This is an optimization exercise on Yosys and OpenROAD, whose aim is small area, a short achievable clock period and few clock cycles, not a production implementation. The RTL was checked by simulation tests, not by an equivalence proof against the original design. Power is estimated from default activity; no workload was simulated.

$ cat flow/constraint.sdc
create_clock -name core_clock -period 4.0 [get_ports {clk}]
set_input_delay 0.8000 -clock core_clock [delete_from_list [all_inputs] [get_ports {clk}]]
set_output_delay 0.8000 -clock core_clock [all_outputs]
set_load 0.01 [all_outputs]
$ cat flow/run.sh
#!/bin/bash
# synth_recipe.tcl (not shown) runs the flow's synth.tcl, then flattens the netlist and writes it again
# the make line also repeats each setting of config.mk as NAME=value (left out here)
make -C /OpenROAD-flow-scripts/flow DESIGN_CONFIG=/design/flow/config.mk WORK_HOME=/design/flow/orfs CLKGATE_MAP_FILE= SYNTH_SCRIPT=/design/flow/synth_recipe.tcl finish
$ cat flow/config.mk
export PLATFORM = sky130hd
export DESIGN_NAME = pp_buffer_wrapper
export DESIGN_NICKNAME = pp_buffer_wrapper
export VERILOG_FILES = /design/flow/design.v
export SDC_FILE = /design/flow/constraint.sdc
export NUM_CORES = 4
export LEC_CHECK = 0
export CAP_MARGIN = 20
export CORE_MARGIN = 2
export CORE_UTILIZATION = 40
export PLACE_DENSITY = 0.6
export SLEW_MARGIN = 20
$ cat flow/design.v
`timescale 1ns / 1ps
module Simple_Dual_BRAM #(
    parameter BRAM_DATA_WIDTH = 96,
    parameter BRAM_DEPTH = 256,
    parameter BRAM_ADDR_WIDTH = $clog2(BRAM_DEPTH)
)
(
    input clk,
    input we_a,
    input en_a,
    input [BRAM_ADDR_WIDTH - 1 : 0] addr_a,
    input [BRAM_DATA_WIDTH - 1 : 0] din_a,
    input en_b,
    input [BRAM_ADDR_WIDTH - 1 : 0] addr_b,
    output [BRAM_DATA_WIDTH - 1 : 0] dout_b
);
reg [BRAM_DATA_WIDTH - 1 : 0] dout_b_r;
assign dout_b = dout_b_r;
(* RAM_STYLE = "BLOCK" *) reg [BRAM_DATA_WIDTH - 1 : 0] ram [BRAM_DEPTH - 1 : 0];
always @(posedge clk) begin
    if (en_a)
        if (we_a)
            ram[addr_a] <= din_a;
    if (en_b)
        dout_b_r <= ram[addr_b];
end
endmodule
`timescale 1ns/1ps
module ddr_axi_read #(
    parameter DATA_WIDTH = 64,
    parameter ADDR_WIDTH = 29,
    parameter BURST_LEN_WIDTH = 8,
    parameter NUM_BURST_WIDTH = 8
)
(
    input ACLK,
    input ARESETN,
    input rd_start,
    input [BURST_LEN_WIDTH - 1 : 0] rd_burst_len, 
    input [ADDR_WIDTH - 1 : 0] rd_start_addr,
    input [NUM_BURST_WIDTH - 1 : 0] rd_num_burst,  
    output rd_ready,  
    output [DATA_WIDTH - 1 : 0] rd_fifo_data,
    output rd_fifo_we,
    output rd_done,  
    output [3 : 0] m_axi_arid,
    output [ADDR_WIDTH - 1 : 0] m_axi_araddr,
    output [BURST_LEN_WIDTH - 1 : 0] m_axi_arlen,
    output [2 : 0] m_axi_arsize,
    output [1 : 0] m_axi_arburst,
    output [0 : 0] m_axi_arlock,
    output [3 : 0] m_axi_arcache,
    output [2 : 0] m_axi_arprot,
    output [3 : 0] m_axi_arqos,
    output m_axi_arvalid,
    input m_axi_arready,
    output m_axi_rready,
    input m_axi_rlast,
    input m_axi_rvalid,
    input [1 : 0] m_axi_rresp,
    input [3 : 0] m_axi_rid,
    input [DATA_WIDTH - 1 : 0] m_axi_rdata
);
    localparam S_RD_IDLE = 3'd0;
    localparam S_RA_START = 3'd1;
    localparam S_RA_WAIT = 3'd2;
    localparam S_RD_PROC = 3'd3;
    localparam S_RD_DONE = 3'd4;
    reg [2 : 0] rd_state;
    reg [2 : 0] rd_state_d1;
    always @(posedge ACLK) begin
        rd_state_d1 <= rd_state;
    end
    reg [ADDR_WIDTH - 1 : 0] m_axi_araddr_reg;
    reg [BURST_LEN_WIDTH - 1 : 0] m_axi_arlen_reg;
    reg m_axi_arvalid_reg;
    assign m_axi_arid = 4'b1111;
    assign m_axi_arsize = 3'b011;  
    assign m_axi_arburst = 2'b01;  
    assign m_axi_arlock = 1'b0;  
    assign m_axi_arcache = 4'b0011;  
    assign m_axi_arprot = 3'b000;  
    assign m_axi_arqos = 4'b0000;  
    assign m_axi_rready = 1'b1;
    reg [NUM_BURST_WIDTH - 1 : 0] num_burst_counter;  
    reg [NUM_BURST_WIDTH - 1 : 0] num_burst_rd_counter;  
    always @(posedge ACLK or negedge ARESETN) begin
        if (~ARESETN) begin
            num_burst_counter <= 0;
        end else if (rd_state == S_RD_IDLE & rd_start) begin
            num_burst_counter <= rd_num_burst - 1;
        end else if (rd_state == S_RA_WAIT & (m_axi_arvalid & m_axi_arready)) begin
            num_burst_counter <= num_burst_counter - 1;
        end
    end
    always @(posedge ACLK or negedge ARESETN) begin
        if (~ARESETN) begin
            num_burst_rd_counter <= 0;
        end else if (rd_state == S_RD_IDLE & rd_start) begin
            num_burst_rd_counter <= rd_num_burst;
        end else if (rd_state != S_RD_IDLE & (m_axi_rlast & m_axi_rvalid & m_axi_rready)) begin
            num_burst_rd_counter <= num_burst_rd_counter - 1;
        end
    end
    always @(posedge ACLK or negedge ARESETN) begin
        if (!ARESETN) begin
            rd_state <= S_RD_IDLE;
            m_axi_araddr_reg <= 0;
            m_axi_arlen_reg <= 0;
            m_axi_arvalid_reg <= 0;
        end else begin
            case (rd_state)
                S_RD_IDLE: begin
                    if (rd_start) begin
                        rd_state <= S_RA_START;
                        m_axi_araddr_reg <= rd_start_addr;
                        m_axi_arlen_reg <= rd_burst_len - 1;
                    end
                end
                S_RA_START: begin
                    rd_state <= S_RA_WAIT;
                    m_axi_arvalid_reg <= 1;
                end
                S_RA_WAIT: begin
                    if (m_axi_arvalid & m_axi_arready) begin
                        if (num_burst_counter == 0) begin
                            rd_state <= S_RD_PROC;
                            m_axi_arvalid_reg <= 0;
                        end else if (num_burst_counter > 0) begin
                            rd_state <= S_RA_START;
                            m_axi_arvalid_reg <= 0;
                            m_axi_araddr_reg <= m_axi_araddr_reg + ((m_axi_arlen_reg + 1) << m_axi_arsize);
                        end
                    end
                end
                S_RD_PROC: begin
                    if (num_burst_rd_counter == 0) begin
                        rd_state <= S_RD_DONE;
                    end
                end
                S_RD_DONE: begin
                    rd_state <= S_RD_IDLE;
                end
            endcase
        end
    end
    assign rd_ready = (rd_state == S_RD_IDLE);
    assign m_axi_arvalid = m_axi_arvalid_reg;
    assign m_axi_araddr = m_axi_araddr_reg;
    assign m_axi_arlen = m_axi_arlen_reg;
    assign rd_done = (rd_state == S_RD_DONE);
    assign rd_fifo_we = m_axi_rvalid & m_axi_rready;
    assign rd_fifo_data = m_axi_rdata;
endmodule
`timescale 1ns / 1ps
module pp_buffer_wrapper #(
    parameter BRAM0_DEPTH = 32,
    parameter BRAM0_DW = 64,
    parameter BRAM1_DEPTH = 32,
    parameter BRAM1_DW = 64,
    parameter BURST_LEN_WIDTH = 8,
    parameter NUM_BURST_WIDTH = 8,
    parameter DDR_ADDR_WIDTH = 29,
    parameter DDR_DW = 64,
    parameter BRAM0_ADDR_WIDTH = $clog2(BRAM0_DEPTH),
    parameter BRAM1_ADDR_WIDTH = $clog2(BRAM1_DEPTH)
)
(
    input clk,
    input rst_n,
    input rd_start,
    input [BURST_LEN_WIDTH - 1 : 0] rd_burst_len,
    input [NUM_BURST_WIDTH - 1 : 0] rd_num_burst,
    input [DDR_ADDR_WIDTH - 1 : 0] rd_start_addr,    
    output rd_ready,
    output rd_done,
    input [BRAM0_ADDR_WIDTH - 1 : 0] rd_start_bram_addr,
    input bram0_r_en,
    input bram1_r_en,
    output [BRAM0_DW - 1 : 0] bram0_rdata,
    output [BRAM1_DW - 1 : 0] bram1_rdata,
    input [BRAM0_ADDR_WIDTH - 1 : 0] bram0_r_addr,
    input [BRAM1_ADDR_WIDTH - 1 : 0] bram1_r_addr,
    output [3: 0] m_axi_arid,
    output [DDR_ADDR_WIDTH - 1 : 0] m_axi_araddr,
    output [BURST_LEN_WIDTH - 1 : 0] m_axi_arlen,
    output [2 : 0] m_axi_arsize,
    output [1 : 0] m_axi_arburst,
    output         m_axi_arlock,
    output [3 : 0] m_axi_arcache,
    output [2 : 0] m_axi_arprot,
    output [3 : 0] m_axi_arqos,
    output         m_axi_arvalid,
    input          m_axi_arready,
    output m_axi_rready,
    input m_axi_rlast,
    input m_axi_rvalid,
    input [1 : 0] m_axi_rresp,
    input [3 : 0] m_axi_rid,
    input [DDR_DW - 1 : 0] m_axi_rdata
);
reg [1 : 0] d2b_active_bram;  
reg [BRAM0_ADDR_WIDTH - 1 : 0] d2b_bram_addr;
wire [BRAM0_ADDR_WIDTH - 1 : 0] bram0_w_addr;
wire [BRAM1_ADDR_WIDTH - 1 : 0] bram1_w_addr;
wire [BRAM0_DW - 1 : 0] bram0_wdata;
wire [BRAM1_DW - 1 : 0] bram1_wdata;
wire [BRAM0_DW - 1 : 0] rd_fifo_data;
wire rd_fifo_we;
wire bram0_w_en, bram1_w_en;
wire bram0_we, bram1_we;
always @(posedge clk or negedge rst_n) begin
    if (~rst_n) begin
        d2b_active_bram <= 2'b01;  
    end else if (rd_done) begin
        d2b_active_bram <= ~d2b_active_bram;  
    end
end
always @(posedge clk or negedge rst_n) begin
    if (~rst_n) begin
        d2b_bram_addr <= 0;
    end else if (rd_start & rd_ready) begin
        d2b_bram_addr <= rd_start_bram_addr;
    end else if (rd_fifo_we) begin
        d2b_bram_addr <= d2b_bram_addr + 1;
    end
end
assign bram0_w_en = 1;
assign bram1_w_en = 1;
assign bram0_wdata = (d2b_active_bram[0])? rd_fifo_data : 0;
assign bram1_wdata = (d2b_active_bram[1])? rd_fifo_data : 0;
assign bram0_we = (d2b_active_bram[0])? rd_fifo_we : 0;
assign bram1_we = (d2b_active_bram[1])? rd_fifo_we : 0;
assign bram0_w_addr = (d2b_active_bram[0])? d2b_bram_addr : 0;
assign bram1_w_addr = (d2b_active_bram[1])? d2b_bram_addr : 0;
ddr_axi_read #(
    .DATA_WIDTH(DDR_DW), 
    .ADDR_WIDTH(DDR_ADDR_WIDTH), 
    .BURST_LEN_WIDTH(BURST_LEN_WIDTH), 
    .NUM_BURST_WIDTH(NUM_BURST_WIDTH) 
)
inst_ddr_axi_read
(
    .ACLK(clk), 
    .ARESETN(rst_n), 
    .rd_start(rd_start), 
    .rd_burst_len(rd_burst_len), 
    .rd_start_addr(rd_start_addr), 
    .rd_num_burst(rd_num_burst), 
    .rd_ready(rd_ready), 
    .rd_fifo_data(rd_fifo_data), 
    .rd_fifo_we(rd_fifo_we), 
    .rd_done(rd_done), 
    .m_axi_arid(m_axi_arid), 
    .m_axi_araddr(m_axi_araddr), 
    .m_axi_arlen(m_axi_arlen), 
    .m_axi_arsize(m_axi_arsize), 
    .m_axi_arburst(m_axi_arburst), 
    .m_axi_arlock(m_axi_arlock), 
    .m_axi_arcache(m_axi_arcache), 
    .m_axi_arprot(m_axi_arprot), 
    .m_axi_arqos(m_axi_arqos), 
    .m_axi_arvalid(m_axi_arvalid), 
    .m_axi_arready(m_axi_arready), 
    .m_axi_rready(m_axi_rready), 
    .m_axi_rlast(m_axi_rlast), 
    .m_axi_rvalid(m_axi_rvalid), 
    .m_axi_rresp(m_axi_rresp), 
    .m_axi_rid(m_axi_rid), 
    .m_axi_rdata(m_axi_rdata) 
);
Simple_Dual_BRAM #(
    .BRAM_DATA_WIDTH(BRAM0_DW),
    .BRAM_DEPTH(BRAM0_DEPTH),
    .BRAM_ADDR_WIDTH(BRAM0_ADDR_WIDTH)
)
inst0_Simple_Dual_BRAM
(
    .clk(clk),
    .we_a(bram0_we),
    .en_a(bram0_w_en),
    .addr_a(bram0_w_addr),
    .din_a(bram0_wdata),
    .en_b(bram0_r_en),
    .addr_b(bram0_r_addr),
    .dout_b(bram0_rdata)
);
Simple_Dual_BRAM #(
    .BRAM_DATA_WIDTH(BRAM1_DW),
    .BRAM_DEPTH(BRAM1_DEPTH),
    .BRAM_ADDR_WIDTH(BRAM1_ADDR_WIDTH)
)
inst1_Simple_Dual_BRAM
(
    .clk(clk),
    .we_a(bram1_we),
    .en_a(bram1_w_en),
    .addr_a(bram1_w_addr),
    .din_a(bram1_wdata),
    .en_b(bram1_r_en),
    .addr_b(bram1_r_addr),
    .dout_b(bram1_rdata)
);
endmodule
==> summary.txt <==
synthesized netlist by cell type, drive strengths merged, types with 14 or more instances:
cell type,count,area (sq um)
xor2,18,157.7
nand4,15,93.84
inv,14,52.55
ha,15,187.7
nand3,28,140.1
nor2b,18,112.6
nand2,83,311.6
a22o,130,1139
nor2,101,381.6
o21ai,38,190.2
and2,133,832.1
dfrtp,63,1577
nor3,24,120.1
edfxtp,4224,126800
a221oi,128,1121
mux2i,515,5155
mux4,1024,23060
clkbuf,193,724.4
a21oi,27,135.1
buf,213,1050
placed cells by master (no fill, tap or decap), drive strengths merged, types with 27 or more instances in the layout:
cell type	n
clkinv	187
nor2	101
nand3	28
o21ai	38
inv	27
bufinv	47
clkdlybuf4s50	288
and2	133
a22o	130
buf	467
mux2i	515
edfxtp	4224
mux4	1024
a221oi	128
clkbuf	519
nand2	83
dfrtp	63
a21oi	27
worst max-delay path, delay by kind of cell (launching register included):
kind / cells / cell delay, ps
buf+inv: 2 / 790
flops: 1 / 500
simple gates: 1 / 350
kinds of logic (layout without fill, tap and decap cells):
| family | Yosys count | count (layout) | share of synthesized area, % |
|---|---|---|---|
| DFF | 4288 | 4288 | 78.18 |
| muxes | 1540 | 1540 | 17.18 |
| and+or+nand+nor | 433 | 433 | 1.345 |
| buffers and inverters | 420 | 1551 | 1.112 |
| AOI/OAI and AO/OA | 386 | 386 | 1.883 |
| xor gates and xnor gates | 31 | 31 | 0.1653 |
| adders and majority gates | 16 | 16 | 0.1264 |
| other | 2 | 42 | 0.004571 |
metrics by stage:
stage          setup WS, ps  util, %  instance area (sq um)  setup TNS [ps]  hold slack, ps
2_1_floorplan        -624.0        -                 164400        -2441640           432.1
3_3_place_gp          763.0    43.68                 178800               0           476.0
3_5_place_dp          759.7    43.68                 178800               0           469.8
4_1_cts               529.7    47.08                 192700               0           251.6
5_1_grt               484.3    47.11                 192800               0           265.9
6_report              576.3    47.12                 192900               0           309.1
layer usage:
layer,vias to the layer above,wire length (um)
met3,575,32180
li1,31970,-
met1,43650,174900
met4,2,10000
met5,-,15
met2,3191,219600
report_power, final:
| group | switching, mW | leakage, nW | internal (mW) |
|---|---|---|---|
| combinational | 8.87 | 15.8 | 4.38 |
| clock | 17.0 | 6.75 | 23.0 |
| sequential | 1.11 | 39.0 | 54.9 |
| total | 27.0 | 61.6 | 82.2 |
worst max-delay path by stage:
stage	cells past startpoint	endpoint	startpoint
after detailed placement	5	inst0_Simple_Dual_BRAM.dout_b_r[38]	bram0_r_addr[2]
after CTS	3	rd_done	inst_ddr_axi_read.rd_state[1]
after global placement	5	inst0_Simple_Dual_BRAM.dout_b_r[37]	bram0_r_addr[2]
final	3	rd_done	inst_ddr_axi_read.rd_state[1]
after global routing	3	rd_done	inst_ddr_axi_read.rd_state[1]
after floorplan	3	inst0_Simple_Dual_BRAM.ram[15][0]	m_axi_rvalid
timing repair:
action | in CTS | in global routing
gates resized for setup | 0 | 0
hold buffers | 1 | 0
endpoints found under the hold margin | 25 | 0
cell type report:
type | instances | area share (%)
diodes | 20 | 0.02595
clock buffers | 519 | 5.813
clock inverters | 262 | 1.394
inverters | 14 | 0.02725
multi-input cells | 2428 | 17.99
flip-flops and latches | 4288 | 66.61
well taps | 5451 | 3.537
repair buffers | 756 | 4.609
==> impl_metrics.csv <==
group,metric,value,unit
final_layout,final_cells,13740,
detailed_routing,vias_per_cell,5.778,
detailed_routing,firstDrtPassIters,7,
detailed_routing,drc_errors,0,
floorplanning,dieArea,415900,sq um
floorplanning,fp.dieW,644.9,um
sta,grt_setup_unrepaired,"no",
final_layout,nNetsFinal,8072,
grt,use_met1,28.51,%
detailed_routing,wirelength,436700,um
sta,skew,69.30,ps
yosys,synth_area,164300,sq um
status,status,"complete, no violations",
clock_tree,clock-sinks,4288,
critical_path,reg2reg_slack,760,ps
critical_path,worstPathMaxFanout,11,
sta,tightest_slew,1087,ps
grt,grt_util_met3,2.896,%
sta,finalSetupViolCount,0,
critical_path,arrival,2620,ps
worst_hold_path,holdCritPathClass,"in -> reg",
sta,hold_violations,0,
power_and_ir_drop,power,109.2,mW
critical_path,crit_slowest_cell,"clkdlybuf4s50_1",
critical_path,crit_type,"reg -> out",
floorplanning,pin_count,328,
clock_tree,clk_pin_slew_worst_paths,60,ps
clock_tree,ctsRootBufferMaster,"clkbuf_16",
detailed_routing,ant_nets,0,
sta,period_share,85.59,%
clock_tree,cts_tree,"built",
placement,gp_congestion,0.7914,
worst_hold_path,whs_path_depth,3,
yosys,ys_seq_area_share,78.18,%
final_layout,drive_gt1_share,26.43,%
critical_path,end_kind,"primary output",
power_and_ir_drop,total_leakage_power,61.61,nW
yosys,yosysUniqueCellTypes,63,
grt,groute.layer.met2.usage,34.93,%
final_layout,regArea,128500,sq um
sta,slew_headroom,27.53,%
grt,grt_use_total,20.72,%
sta,max_freq,292.1,MHz
grt,grt_pass1_vias,80950,
sta,fin_crit,3424,ps
final_layout,area_growth,17.39,%
yosys,ys.flop_type,"edfxtp_1",
critical_path,rr_endpoint,"inst_ddr_axi_read.m_axi_araddr_reg[26]",
grt,grt_max_degree,65,
yosys,async_flop_share,1.493,%
grt,grt_busiest_layer,"met2",
clock_tree,cts_made_buffers,430,
final_layout,multi_input_area,34690,sq um
critical_path,worstRegToRegCells,10,
final_layout,reg_top3,"inst0_Simple_Dual_BRAM.ram: 2048 flops, inst1_Simple_Dual_BRAM.ram: 2048 flops",
critical_path,required,3200,ps
placement,hpwl,248700,um
detailed_routing,wl_per_cell,31.79,um
power_and_ir_drop,irDropWorstVdd,452.7,uV
clock_tree,post_cts_buffers,0,
yosys,synth_edf_count,4224,
yosys,netlist_instances,7116,
worst_hold_path,min_to,"inst_ddr_axi_read.m_axi_araddr_reg[2]",
detailed_routing,first_iter_violations,9192,
clock_tree,cts_max_level,5,
clock_tree,clock_latency,1040,ps
grt,antenna_found_initial,58,
floorplanning,rows,235,
critical_path,cp-start-kind,"flip-flop",
critical_path,r2r-start,"inst_ddr_axi_read.m_axi_arlen_reg[1]",
grt,overflow,0,
clock_tree,clock_path_buffers,4,
floorplanning,die_h,644.9,um
final_layout,nFillCells,33280,
worst_hold_path,worstHoldStart,"rd_start_addr[2]",
job,drv_cap,0,
critical_path,path_cells,"inv_1, and3_1, clkdlybuf4s50_1",
power_and_ir_drop,p_per_area,566.1,nW/um^2
placement,io_buffer_count,299,
yosys,ys_warn_count,3,
floorplanning,core-area,409300,sq um
grt,grt_pass1_wl,614800,um
detailed_routing,via_count,79390,
yosys,avgSynthCellArea,23.09,sq um
critical_path,slowest_delay,600,ps
yosys,synth_seq_cells,4288,
floorplanning,initial_core_util,40.14,%
placement,dp_cells,12930,
sta,slew_violations,0,
Testbench counts, summed over its fixed seeds: cycles 18,508.

## what the ideal ports hide
How much do the figures lean on ideal ports? The routed layout below was timed once more, with nothing changed but the port constraints. Step 1 (the two cells are an assumption about what drives the block):
set clk [get_ports {clk}]
set_driving_cell -lib_cell sky130_fd_sc_hd__clkbuf_16 $clk
set_driving_cell -lib_cell sky130_fd_sc_hd__buf_2 [delete_from_list [all_inputs] $clk]
Step 2 adds t to the input delays and takes it off the output delays; t is the mean of the earliest and latest rising clock arrival at the registers after step 1. Input paths then give back, and output paths get back, about the clock's delay inside the block. a / b / c = ideal ports / drivers / drivers and shift; a / b = the first two.
shift t [ns]: 1.100
slack for setup (ns): 0.576 / 0.478 / 0.736
clock arrival spread, ns: 0.080 / 0.079
pins driven straight from the clock port: 1
After both steps setup and hold are still met in this run. For this run, drivers alone change the setup slack by -0.098 ns; drivers and shift together by +0.160 ns.
